Context: an optimization exercise on an open-source flow, tuned for small area and a short achievable clock period. The choices shown serve that exercise and are no tape-out recipe. The RTL was checked by simulation tests, not by an equivalence proof against the original design.

==> flow/design.v, too long to show whole: its modules and the start of the top module <==
// module iir_sec: 2528 lines
// module iir_cascaded_serial: 31 lines
module iir_cascaded_serial #(
    parameter DATA_WIDTH = 16,
    parameter COEFF_WIDTH = 16
) (
    input  wire                         clk,
    input  wire                         rst,
    input  wire signed [DATA_WIDTH-1:0] x_in,
    input  wire signed [COEFF_WIDTH-1:0] b0_1,
    input  wire signed [COEFF_WIDTH-1:0] b1_1,
    input  wire signed [COEFF_WIDTH-1:0] b2_1,
    input  wire signed [COEFF_WIDTH-1:0] a1_1,
    input  wire signed [COEFF_WIDTH-1:0] a2_1,
    input  wire signed [COEFF_WIDTH-1:0] b0_2,
    input  wire signed [COEFF_WIDTH-1:0] b1_2,
    input  wire signed [COEFF_WIDTH-1:0] b2_2,
    input  wire signed [COEFF_WIDTH-1:0] a1_2,
    input  wire signed [COEFF_WIDTH-1:0] a2_2,
    output wire signed [DATA_WIDTH-1:0] y_out
);
  // ...
==> flow/flow/run.sh <==
#!/bin/bash
# Own flow: the standard layout (standard.sh) with the synthesis script
# replaced by flow/synth.tcl (same registers; different combinational mapping).
# make's full output goes to orfs_make.log; ORFS keeps each step's log under orfs/logs.
set -euo pipefail
W=$(pwd)
export FLOW_ABC_SCRIPT=$W/flow/abc.script
bash standard.sh SYNTH_SCRIPT=$W/flow/synth.tcl finish > $W/orfs_make.log 2>&1
==> flow/flow/abc.script <==
&get -n
&st
&dch
&nf
&put
==> flow/flow/synth.tcl <==
# Standard synthesis (synth_recipe.tcl) with two changes that touch only
# combinational logic: Yosys's early "abc -fast" is skipped so extract_fa sees
# the RTL's full adders as written, and the final ABC mapping uses
# flow/abc.script (one delay-oriented mapping with structural choices) instead
# of ORFS's speed script, which rewrites the XOR-heavy Booth logic into
# larger AND/OR logic.
proc synth {args} { yosys synth -nofsm -noshare -noabc {*}$args }
proc abc {args} {
  set i [lsearch $args -script]
  if {$i >= 0} { lset args [expr {$i+1}] $::env(FLOW_ABC_SCRIPT) }
  yosys abc {*}$args
}
source $::env(SCRIPTS_DIR)/synth.tcl
# left out here: clear keep_hierarchy, flatten, clean up, hide names made inside functions, write 1_2_yosys.v
==> flow/standard.sh <==
#!/bin/bash
# synth_recipe.tcl (not shown) runs the flow's synth.tcl, then flattens the netlist and writes it again
# the make line also repeats each setting of config.mk as NAME=value (left out here)
make -C /OpenROAD-flow-scripts/flow DESIGN_CONFIG=/design/flow/config.mk WORK_HOME=/design/flow/orfs CLKGATE_MAP_FILE= SYNTH_SCRIPT=/design/flow/synth_recipe.tcl "${@:-finish}"
==> flow/config.mk <==
export PLATFORM = sky130hd
export DESIGN_NAME = iir_cascaded_serial
export DESIGN_NICKNAME = iir_cascaded_serial
export VERILOG_FILES = /design/flow/design.v
export SDC_FILE = /design/flow/constraint.sdc
export NUM_CORES = 4
export LEC_CHECK = 0
export CAP_MARGIN = 20
export CORE_MARGIN = 2
export CORE_UTILIZATION = 40
export SLEW_MARGIN = 20
==> flow/constraint.sdc <==
create_clock -name core_clock -period 17.0 [get_ports {clk}]
set_input_delay 3.4000 -clock core_clock [delete_from_list [all_inputs] [get_ports {clk}]]
set_output_delay 3.4000 -clock core_clock [all_outputs]
set_load 0.01 [all_outputs]
==> impl_summary.txt, run 1 <==
----------------------------------------------------
[Logic synthesis]
  Sequential fraction of the synthesis area ... 13.3%
  Count leader, synth ... sky130_fd_sc_hd__xnor2_1
  Asr flop ratio synth ... 69.1%
  Synthesized netlist cell count ... 6411

[Cells and area]
  Clock buffers ... 72
  Dominant kind of cell ... multi-input combinational cells
  Area taken by multi-input logic gates ... 62400 um2
  Count of inverters not on the clock network in the layout ... 342
  Clock-cell share of area ... 2.45%

[Place]
  Setup slack after placement ... 8290 ps
  Buffers on Ports ... 193

[Clock tree]
  Clock Path Buffers ... 3
  TritonCTS clock tree ... yes
  Number of buffers added to fix hold violations after cts ... 0
  Post_cts resized ... 0

[Critical path]
  Cell family contributing the most delay on the critical path ... adder cells
  Reg2Reg Capture Point ... biquad1.Ts[23]

[Floorplan]
  Width of the chip ... 431 um
  Row count ... 156

[Timing]
  Final-report setup violation count ... 0
  Tightest Pin Transition ... 1100 ps

[Global route]
  Number of global-route vias before repair ... 62.6k
  Met3 Use GR ... 6.78%

[Status]
  Status ... timing/DRC/antenna clean

[Routing]
  Via Count ... 59.1k

[Worst hold path]
  Worst hold path type ... reg2reg

----------------------------------------------------
==> run 2, diff against run 1 <==
--- a/flow/flow/run.sh
+++ b/flow/flow/run.sh
@@ -5,4 +5,4 @@
 set -euo pipefail
 W=$(pwd)
 export FLOW_ABC_SCRIPT=$W/flow/abc.script
-bash standard.sh SYNTH_SCRIPT=$W/flow/synth.tcl finish > $W/orfs_make.log 2>&1
+bash standard.sh SYNTH_SCRIPT=$W/flow/synth.tcl SETUP_SLACK_MARGIN=10 finish > $W/orfs_make.log 2>&1
==> impl_summary.txt, run 2 <==
----------------------------------------------------
[Status]
  Status ... timing/DRC/antenna clean (unchanged)

[Logic synthesis]
  Count leader, synth ... sky130_fd_sc_hd__xnor2_1 (unchanged)
  Netlist area before placement ... 72800 um2 (unchanged)
  Synthesized netlist cell count ... 6411 (unchanged)
  Top cells by area in the synthesized netlist ... sky130_fd_sc_hd__fa_1, sky130_fd_sc_hd__xnor2_1, sky130_fd_sc_hd__dfrtp_1 (unchanged)
  Asr flop ratio synth ... 69.1% (unchanged)
  Synth warnings ... 1 (unchanged)
  Synth Net Count ... 8247 (unchanged)
  Post-synth cell types ... 52 (unchanged)
  Sequential fraction of the synthesis area ... 13.3% (unchanged)
  Most instantiated flip-flop cell in the synthesis netlist ... sky130_fd_sc_hd__dfrtp_1 (unchanged)
  Cell types with the highest counts after synthesis ... sky130_fd_sc_hd__xnor2_1, sky130_fd_sc_hd__fa_1, sky130_fd_sc_hd__a22oi_1 (unchanged)
  Flip-flop and latch count after synthesis ... 414 (unchanged)
  Share of Yosys cell area claimed by the top area cell type ... 41.3% (unchanged)
  Average footprint of a synthesized cell ... 11.4 um2 (unchanged)
  Number of enable-type register cells in the synthesized netlist ... 0 (unchanged)
  Cell taking the most area after synthesis ... sky130_fd_sc_hd__fa_1 (unchanged)

[Job]
  Max Cap Violations ... 0 (unchanged)

[Cells and area]
  Fraction of layout instances using a drive strength above 1 ... 20.3% (was 7.26%)
  Post-route core utilization ... 49.7% (was 45.5%)
  Commonest non-fill, non-tap cell in the layout ... sky130_fd_sc_hd__xnor2_1 (unchanged)
  Commonest non-fill, non-tap cells in the layout ... sky130_fd_sc_hd__xnor2_1, sky130_fd_sc_hd__fa_1, sky130_fd_sc_hd__o22ai_1 (was sky130_fd_sc_hd__xnor2_1, sky130_fd_sc_hd__fa_1, sky130_fd_sc_hd__a22oi_1)
  Net count, final ... 9026 (was 8741)
  Area Overhead vs Synth ... 23.4% (was 13.0%)
  Total non-filler cell area in the finished layout ... 89800 um2 (was 82300 um2)

[Routing]
  DRC violation total after the first TritonRoute iteration ... 7810 (was 7264)
  ANT nets after route ... 0 (unchanged)
  Detailed-routing iteration count for the pre-antenna-repair pass ... 8 (unchanged)
  Via Count ... 61.7k (was 59.1k)
  Total wirelength of the detailed-routed design ... 301000 um (was 284000 um)
  Post-detailed-route DRC marker count ... 0 (unchanged)
  DR vias/cell ... 6.42 (was 6.33)
  Wire per inst ... 31.3 um (was 30.5 um)

[Timing]
  Setup repair after global routing missed its margin ... true (was false)
  Final-report setup violation count ... 0 (unchanged)
  Share of the cycle needed by the critical path after routing ... 43.4% (was 51.6%)
  Post-route minimum period ... 7370 ps (was 8780 ps)
  Max Slew Vio Count ... 0 (unchanged)
  Headroom to the max-slew limit ... 30.1% (was 26.6%)
  Final Skew ... 51.5 ps (was 41.0 ps)
  Smallest hold slack ... 714 ps (was 629 ps)
  Highest clock frequency the design can meet ... 0.136 GHz (was 0.114 GHz)
  Tightest Pin Transition ... 1050 ps (was 1100 ps)
  Aggregate negative setup slack ... 0 ps (unchanged)
  Final Hold Viols ... 0 (unchanged)

[Critical path]
  Slowest Stage Delay on Critical Path ... 640 ps (was 690 ps)
  Origin of the critical flop-to-flop path ... biquad1.X[15] (was biquad1.X[7])
  Cell type with the highest occurrence count on the critical path ... sky130_fd_sc_hd__fa_2 (was sky130_fd_sc_hd__fa_1)
  Element type at the critical path start ... flip-flop (unchanged)
  Kind of end point of the critical path ... flip-flop (unchanged)
  Critical path fanouts, max ... 4 (was 29)
  Required @ worst endpoint ... 17610 ps (was 17580 ps)
  Slowest stage cell on the critical path ... sky130_fd_sc_hd__fa_2 (was sky130_fd_sc_hd__nor2_2)
  Crit Path Class ... reg2reg (unchanged)
  Cell-by-cell listing of the critical path ... buf_12 -> fa_2 -> fa_2 -> fa_1 -> fa_2 -> fa_2 -> fa_2 -> fa_2 -> fa_2 -> fa_2 -> fa_2 -> fa_2 -> fa_2 -> fa_2 -> fa_1 (was buf_4 -> a21oi_1 -> nor2_2 -> buf_4 -> a22oi_1 -> xnor2_1 -> fa_1 -> fa_1 -> fa_1 -> fa_1 -> fa_1 -> fa_1 -> fa_1 -> fa_1 -> fa_1 -> fa_1 -> fa_1 -> fa_1)
  Signal arrival time at the worst endpoint ... 7980 ps (was 9360 ps)
  Worst setup path startpoint ... biquad1.X[15] (was biquad1.X[7])

[Clock tree]
  Clock Pin Slew Worst Setup and Hold Paths ... 70 ps (was 60 ps)
  H-Tree Depth ... 2 (unchanged)
  Clock Path Buffers ... 3 (unchanged)
  Number of buffers created by CTS ... 61 (was 60)
  Root Driver ... sky130_fd_sc_hd__clkbuf_16 (unchanged)
  Clock net sink count ... 414 (unchanged)
  TritonCTS clock tree ... yes (unchanged)
  Clock Latency Late Sink ... 760 ps (was 750 ps)

[Floorplan]
  Initial core utilization ... 40.3% (unchanged)
  Die outline height ... 431 um (unchanged)
  Floorplan Core Area ... 181000 um2 (unchanged)
  Area of the die ... 185000 um2 (unchanged)
  Width of the chip ... 431 um (unchanged)
  # IOs ... 194 (unchanged)
  Row count ... 156 (unchanged)

[Global route]
  Number of global-route vias before repair ... 65.2k (was 62.6k)
  Global-route usage over all layers ... 32.1% (was 30.7%)
  Initial antenna violation count ... 1 (was 3)
  Largest net degree at the start of global routing ... 117 (was 68)
  Wire length of the first global-routing pass ... 442000 um (was 427000 um)
  Overall overflow remaining after global route ... 0 (unchanged)

[Worst hold path]
  Worst hold path type ... reg2reg (unchanged)
  Min-delay src ... biquad1.A2[0] (was biquad2.A2[0])

[Place]
  Buffers on Ports ... 193 (unchanged)
  Final estimated routing congestion in global placement ... 0.968 (was 0.953)
  Cell Area, Placed ... 81600 um2 (was 80300 um2)
  Detail Placement HPWL ... 200000 um (was 203000 um)

----------------------------------------------------
run 2: cell counts after synthesis:
Identical to the previous run, type by type.
run 2: per-stage QoR:
step	setup WS [ps]	instances
5_1_grt	9510	9613
3_3_place_gp	8540	9199
4_1_cts	9620	9556
2_1_floorplan	9150	6411
6_report	9630	9615
3_5_place_dp	8460	9199
run 2: routing by layer:
metal  vias up  GRT usage, %  wire [um]
met5         -         0.104          0
met4         0          20.1      23600
met3      1106          7.67      33900
met2      4560          49.7     137000
met1     31700          40.6     107000
li1      24300             -          -
run 2: cells by family after synthesis:
kind of cell / count (synthesis) / synth area share [%]
AOI/OAI and AO/OA: 1831 / 16.8
and+or+nand+nor: 369 / 2.15
DFF: 414 / 13.3
buffers and inverters: 358 / 1.93
muxes: 10 / 0.146
adders and majority gates: 1658 / 44.0
xor gates and xnor gates: 1771 / 21.7
run 2: timing repair:
item | CTS | global route
setup buffers | 202 | 48
pin swaps | 206 | 207
cloned | 39 | 9
hold buffers | 0 | 0
gates resized for setup | 435 | 233
endpoints found under the setup margin | 143 | 92
run 2: cell type report:
class                   instances  area, um2
well taps                    2370       2970
multi-input cells            5647      65700
fillers                     16000      90900
flip-flops and latches        414       9800
clock buffers                  79       1750
inverters                     342       1390
clock inverters                37        360
diodes                          2       5.00
repair buffers                724       7880
run 2: worst paths after layout:
path	endpoint	slack [ps]	cells after the start
worst max register to register	biquad1.Ts[19]	9630	15
worst min-delay path	biquad1.Sc[0]	710	2
max in group asynchronous	biquad1.X[3]	12310	3
worst min register to register	biquad1.Sc[0]	710	2
min in group asynchronous	biquad2.Ts[6]	3110	2
worst max-delay path	biquad1.Ts[19]	9630	15
run 2: worst max-delay path: cells and delay by family, from the launching register on:
kind / cells / cell delay, ps
flops: 1 / 430
fa+ha+maj: 14 / 6630
buf+inv: 1 / 150
==> run 3, diff against run 2 <==
==> flow/run.sh (new file) <==
#!/bin/bash
# synth_recipe.tcl (not shown) runs the flow's synth.tcl, then flattens the netlist and writes it again
# the make line also repeats each setting of config.mk as NAME=value (left out here)
make -C /OpenROAD-flow-scripts/flow DESIGN_CONFIG=/design/flow/config.mk WORK_HOME=/design/flow/orfs CLKGATE_MAP_FILE= SYNTH_SCRIPT=/design/flow/synth_recipe.tcl finish
removed: flow/flow/run.sh
removed: flow/flow/abc.script
removed: flow/flow/synth.tcl
removed: flow/standard.sh
==> impl_summary.txt, run 3 <==
----------------------------------------------------
[Routing]
  Post-detailed-route DRC marker count ... 0 (unchanged)
  Wire per inst ... 24.7 um (was 31.3 um)
  DRC violation total after the first TritonRoute iteration ... 14.6k (was 7810)
  Total wirelength of the detailed-routed design ... 438000 um (was 301000 um)
  DR vias/cell ... 6.21 (was 6.42)
  Via Count ... 110k (was 61.7k)
  Detailed-routing iteration count for the pre-antenna-repair pass ... 8 (unchanged)
  ANT nets after route ... 0 (unchanged)

[Logic synthesis]
  Flip-flop and latch count after synthesis ... 414 (unchanged)
  Post-Synth Adder-Cell Area ... 32.7% (was 44.0%)
  Synth warnings ... 1 (unchanged)
  Most instantiated flip-flop cell in the synthesis netlist ... sky130_fd_sc_hd__dfrtp_1 (unchanged)
  Top cells by area in the synthesized netlist ... sky130_fd_sc_hd__fa_1, sky130_fd_sc_hd__a21oi_1, sky130_fd_sc_hd__dfrtp_1 (was sky130_fd_sc_hd__fa_1, sky130_fd_sc_hd__xnor2_1, sky130_fd_sc_hd__dfrtp_1)
  Share of Yosys cell area claimed by the top area cell type ... 27.1% (was 41.3%)
  Average footprint of a synthesized cell ... 7.26 um2 (was 11.4 um2)
  Sequential fraction of the synthesis area ... 8.78% (was 13.3%)
  Count leader, synth ... sky130_fd_sc_hd__a21oi_1 (was sky130_fd_sc_hd__xnor2_1)
  Netlist area before placement ... 111000 um2 (was 72800 um2)
  Complex-gate fraction of the synthesized area ... 29.4% (was 16.8%)
  Cell taking the most area after synthesis ... sky130_fd_sc_hd__fa_1 (unchanged)
  Synthesized netlist cell count ... 15.2k (was 6411)
  Synth Area in Simple Gates ... 13.3% (was 2.15%)
  Asr flop ratio synth ... 69.1% (unchanged)
  Number of enable-type register cells in the synthesized netlist ... 0 (unchanged)
  Combinational family with the most area after synthesis ... adder cells (unchanged)
  Synth Net Count ... 17.1k (was 8247)
  Cell types with the highest counts after synthesis ... sky130_fd_sc_hd__a21oi_1, sky130_fd_sc_hd__clkbuf_1, sky130_fd_sc_hd__inv_1 (was sky130_fd_sc_hd__xnor2_1, sky130_fd_sc_hd__fa_1, sky130_fd_sc_hd__a22oi_1)
  Multiplexer fraction of the synthesized cell area ... 0.711% (was 0.146%)
  Post-synth cell types ... 88 (was 52)
  Xor and xnor fraction of the mapped netlist area ... 3.33% (was 21.7%)

[Timing]
  Final-report setup violation count ... 0 (unchanged)
  Aggregate negative setup slack ... 0 ps (unchanged)
  Post-route minimum period ... 9440 ps (was 7370 ps)
  Final Skew ... 44.6 ps (was 51.5 ps)
  Setup repair after global routing missed its margin ... false (was true)
  Share of the cycle needed by the critical path after routing ... 55.5% (was 43.4%)
  Headroom to the max-slew limit ... 16.3% (was 30.1%)
  Max Slew Vio Count ... 0 (unchanged)
  Final Hold Viols ... 0 (unchanged)
  Highest clock frequency the design can meet ... 0.106 GHz (was 0.136 GHz)
  Tightest Pin Transition ... 1260 ps (was 1050 ps)

[Clock tree]
  Clock Latency Late Sink ... 830 ps (was 760 ps)
  TritonCTS clock tree ... yes (unchanged)
  Post_cts resized ... 0 (was 435)
  H-Tree Depth ... 3 (was 2)
  Root Driver ... sky130_fd_sc_hd__clkbuf_16 (unchanged)
  Number of buffers created by CTS ... 70 (was 61)
  Post-CTS Setup Bufs ... 0 (was 202)
  Clock net sink count ... 414 (unchanged)
  Clock Path Buffers ... 4 (was 3)
  Clock Pin Slew Worst Setup and Hold Paths ... 60 ps (was 70 ps)
  Number of buffers added to fix hold violations after cts ... 0 (unchanged)

[Cells and area]
  Area taken by multi-input logic gates ... 88700 um2 (was 65700 um2)
  Area Overhead vs Synth ... 5.26% (was 23.4%)
  Net count, final ... 15.8k (was 9026)
  Total non-filler cell area in the finished layout ... 117000 um2 (was 89800 um2)
  FF/Latch Area ... 9920 um2 (was 9800 um2)
  Commonest non-fill, non-tap cell in the layout ... sky130_fd_sc_hd__a21oi_1 (was sky130_fd_sc_hd__xnor2_1)
  Commonest non-fill, non-tap cells in the layout ... sky130_fd_sc_hd__a21oi_1, sky130_fd_sc_hd__inv_1, sky130_fd_sc_hd__fa_1 (was sky130_fd_sc_hd__xnor2_1, sky130_fd_sc_hd__fa_1, sky130_fd_sc_hd__o22ai_1)
  Filler instances ... 28.4k (was 16.0k)
  Post-route core utilization ... 42.2% (was 49.7%)
  Fraction of layout instances using a drive strength above 1 ... 5.62% (was 20.3%)

[Critical path]
  Required @ worst endpoint ... 17690 ps (was 17610 ps)
  Worst reg-to-reg setup slack ... 7560 ps (was 9630 ps)
  Element type at the critical path start ... flip-flop (unchanged)
  Cell family contributing the most delay on the critical path ... adder cells (unchanged)
  Slowest stage cell on the critical path ... sky130_fd_sc_hd__ha_1 (was sky130_fd_sc_hd__fa_2)
  Signal arrival time at the worst endpoint ... 10130 ps (was 7980 ps)
  Critical path fanouts, max ... 48 (was 4)
  Kind of end point of the critical path ... flip-flop (unchanged)
  Cell type with the highest occurrence count on the critical path ... sky130_fd_sc_hd__xnor2_1 (was sky130_fd_sc_hd__fa_2)
  Buffer and inverter count on the worst path ... 5 (was 1)
  Crit Path Class ... reg2reg (unchanged)
  Slowest Stage Delay on Critical Path ... 530 ps (was 640 ps)

[Floorplan]
  Row count ... 193 (was 156)
  Die outline height ... 530 um (was 431 um)
  Area of the die ... 281000 um2 (was 185000 um2)
  Initial core utilization ... 40.1% (was 40.3%)
  Width of the chip ... 530 um (was 431 um)
  Floorplan Core Area ... 276000 um2 (was 181000 um2)
  # IOs ... 194 (unchanged)

[Global route]
  Initial antenna violation count ... 3 (was 1)
  Number of global-route vias before repair ... 99.7k (was 65.2k)
  Global-route usage over all layers ... 30.5% (was 32.1%)
  Largest net degree at the start of global routing ... 135 (was 117)
  Overall overflow remaining after global route ... 0 (unchanged)
  Wire length of the first global-routing pass ... 659000 um (was 442000 um)

[Job]
  Max Cap Violations ... 0 (unchanged)

[Status]
  Status ... timing/DRC/antenna clean (unchanged)

[Place]
  Buffers on Ports ... 193 (unchanged)
  Detail Placement HPWL ... 307000 um (was 200000 um)
  Final estimated routing congestion in global placement ... 0.936 (was 0.968)
  Cell Area, Placed ... 114000 um2 (was 81600 um2)

[Worst hold path]
  Worst hold path type ... reg2reg (unchanged)

----------------------------------------------------
run 3: worst paths after layout:
path | from | end | cells after the start
max in group asynchronous | rst | biquad2.Ss[29] | 3
setup reg to reg | biquad1.Ts[10] | biquad1.Ts[31] | 33
setup / recovery | biquad1.Ts[10] | biquad1.Ts[31] | 33
min in group asynchronous | rst | biquad1.Ss[26] | 2
hold reg to reg | biquad2.A2[1] | biquad2.Sc[1] | 1
hold / removal | biquad2.A2[1] | biquad2.Sc[1] | 1
run 3: layout make-up:
type	instances	share of cell area, %
Multi-Input combinational cell	11400	76.1
Sequential cell	414	8.51
Inverter	1544	4.98
Timing Repair Buffer	617	4.42
Tap cell	3705	3.98
Clock buffer	93	1.73
Clock inverter	30	0.238
Antenna cell	4	0.00859
run 3: through the flow:
stage               setup WS (ps)  hold slack [ps]  instances
finish                       7560              789      17800
global route                 6930              836      17800
CTS                          7590              803      17800
detailed placement           7590              773      17600
global placement             7630              781      17600
floorplan                    5710              623      15200
run 3: worst register-to-register path: cells and delay by family, from the launching register on:
family,cells,cell delay (ps)
compound gates,5,1350
xor+xnor,11,1970
simple gates,4,1010
buf+inv,5,1230
fa+ha+maj,8,3420
flops,1,360
run 3: kinds of logic after synthesis:
| group | Yosys count |
|---|---|
| multiplexers | 76 |
| AO/OA/AOI/OAI | 5271 |
| AND/OR/NAND/NOR | 3528 |
| adder cells (fa/ha/maj) | 2083 |
| XOR/XNOR | 409 |
| flip-flops | 414 |
| buffers and inverters | 3466 |
run 3: metal layers:
layer	vias to the layer above	GRT usage, %	wire [um]
met4	2	18.3	31900
li1	49800	-	-
met1	53100	40.4	169000
met2	6510	46.8	193000
met5	-	0	13
met3	1098	4.77	44500

==> re-timing with driven ports <==
In the flow no input, the clock included, has a driving cell. The finished layouts below were timed again as built, in two steps.
Step 1 (the two cells are an assumption about what drives the block):
set clk [get_ports {clk}]
set_driving_cell -lib_cell sky130_fd_sc_hd__clkbuf_16 $clk
set_driving_cell -lib_cell sky130_fd_sc_hd__buf_2 [delete_from_list [all_inputs] $clk]
Step 2 adds t to the input delays and takes it off the output delays; t is the mean of the earliest and latest rising clock arrival at the registers after step 1. Input paths then give back, and output paths get back, about the clock's delay inside the block.
Three values: ideal ports, drivers, drivers and shift; two values: the first two.
run	t (ns)	slack for setup (ns)	worst hold slack (ns)	worst slew at a driven data input, ns	pins driven straight from the clock port
run 1	0.809	8.225 / 8.225 / 8.225	0.629 / 0.629 / 0.629	0.07	1
run 2	0.824	9.626 / 9.626 / 8.945	0.714 / 0.714 / 0.714	0.07	1
run 3	0.903	7.563 / 7.563 / 7.563	0.789 / 0.789 / 0.789	0.08	1
After both steps every run listed still meets setup and hold. The setup slack of run 2, which loses most, moves by 0.000 ns with the drivers and by -0.681 ns with both steps.
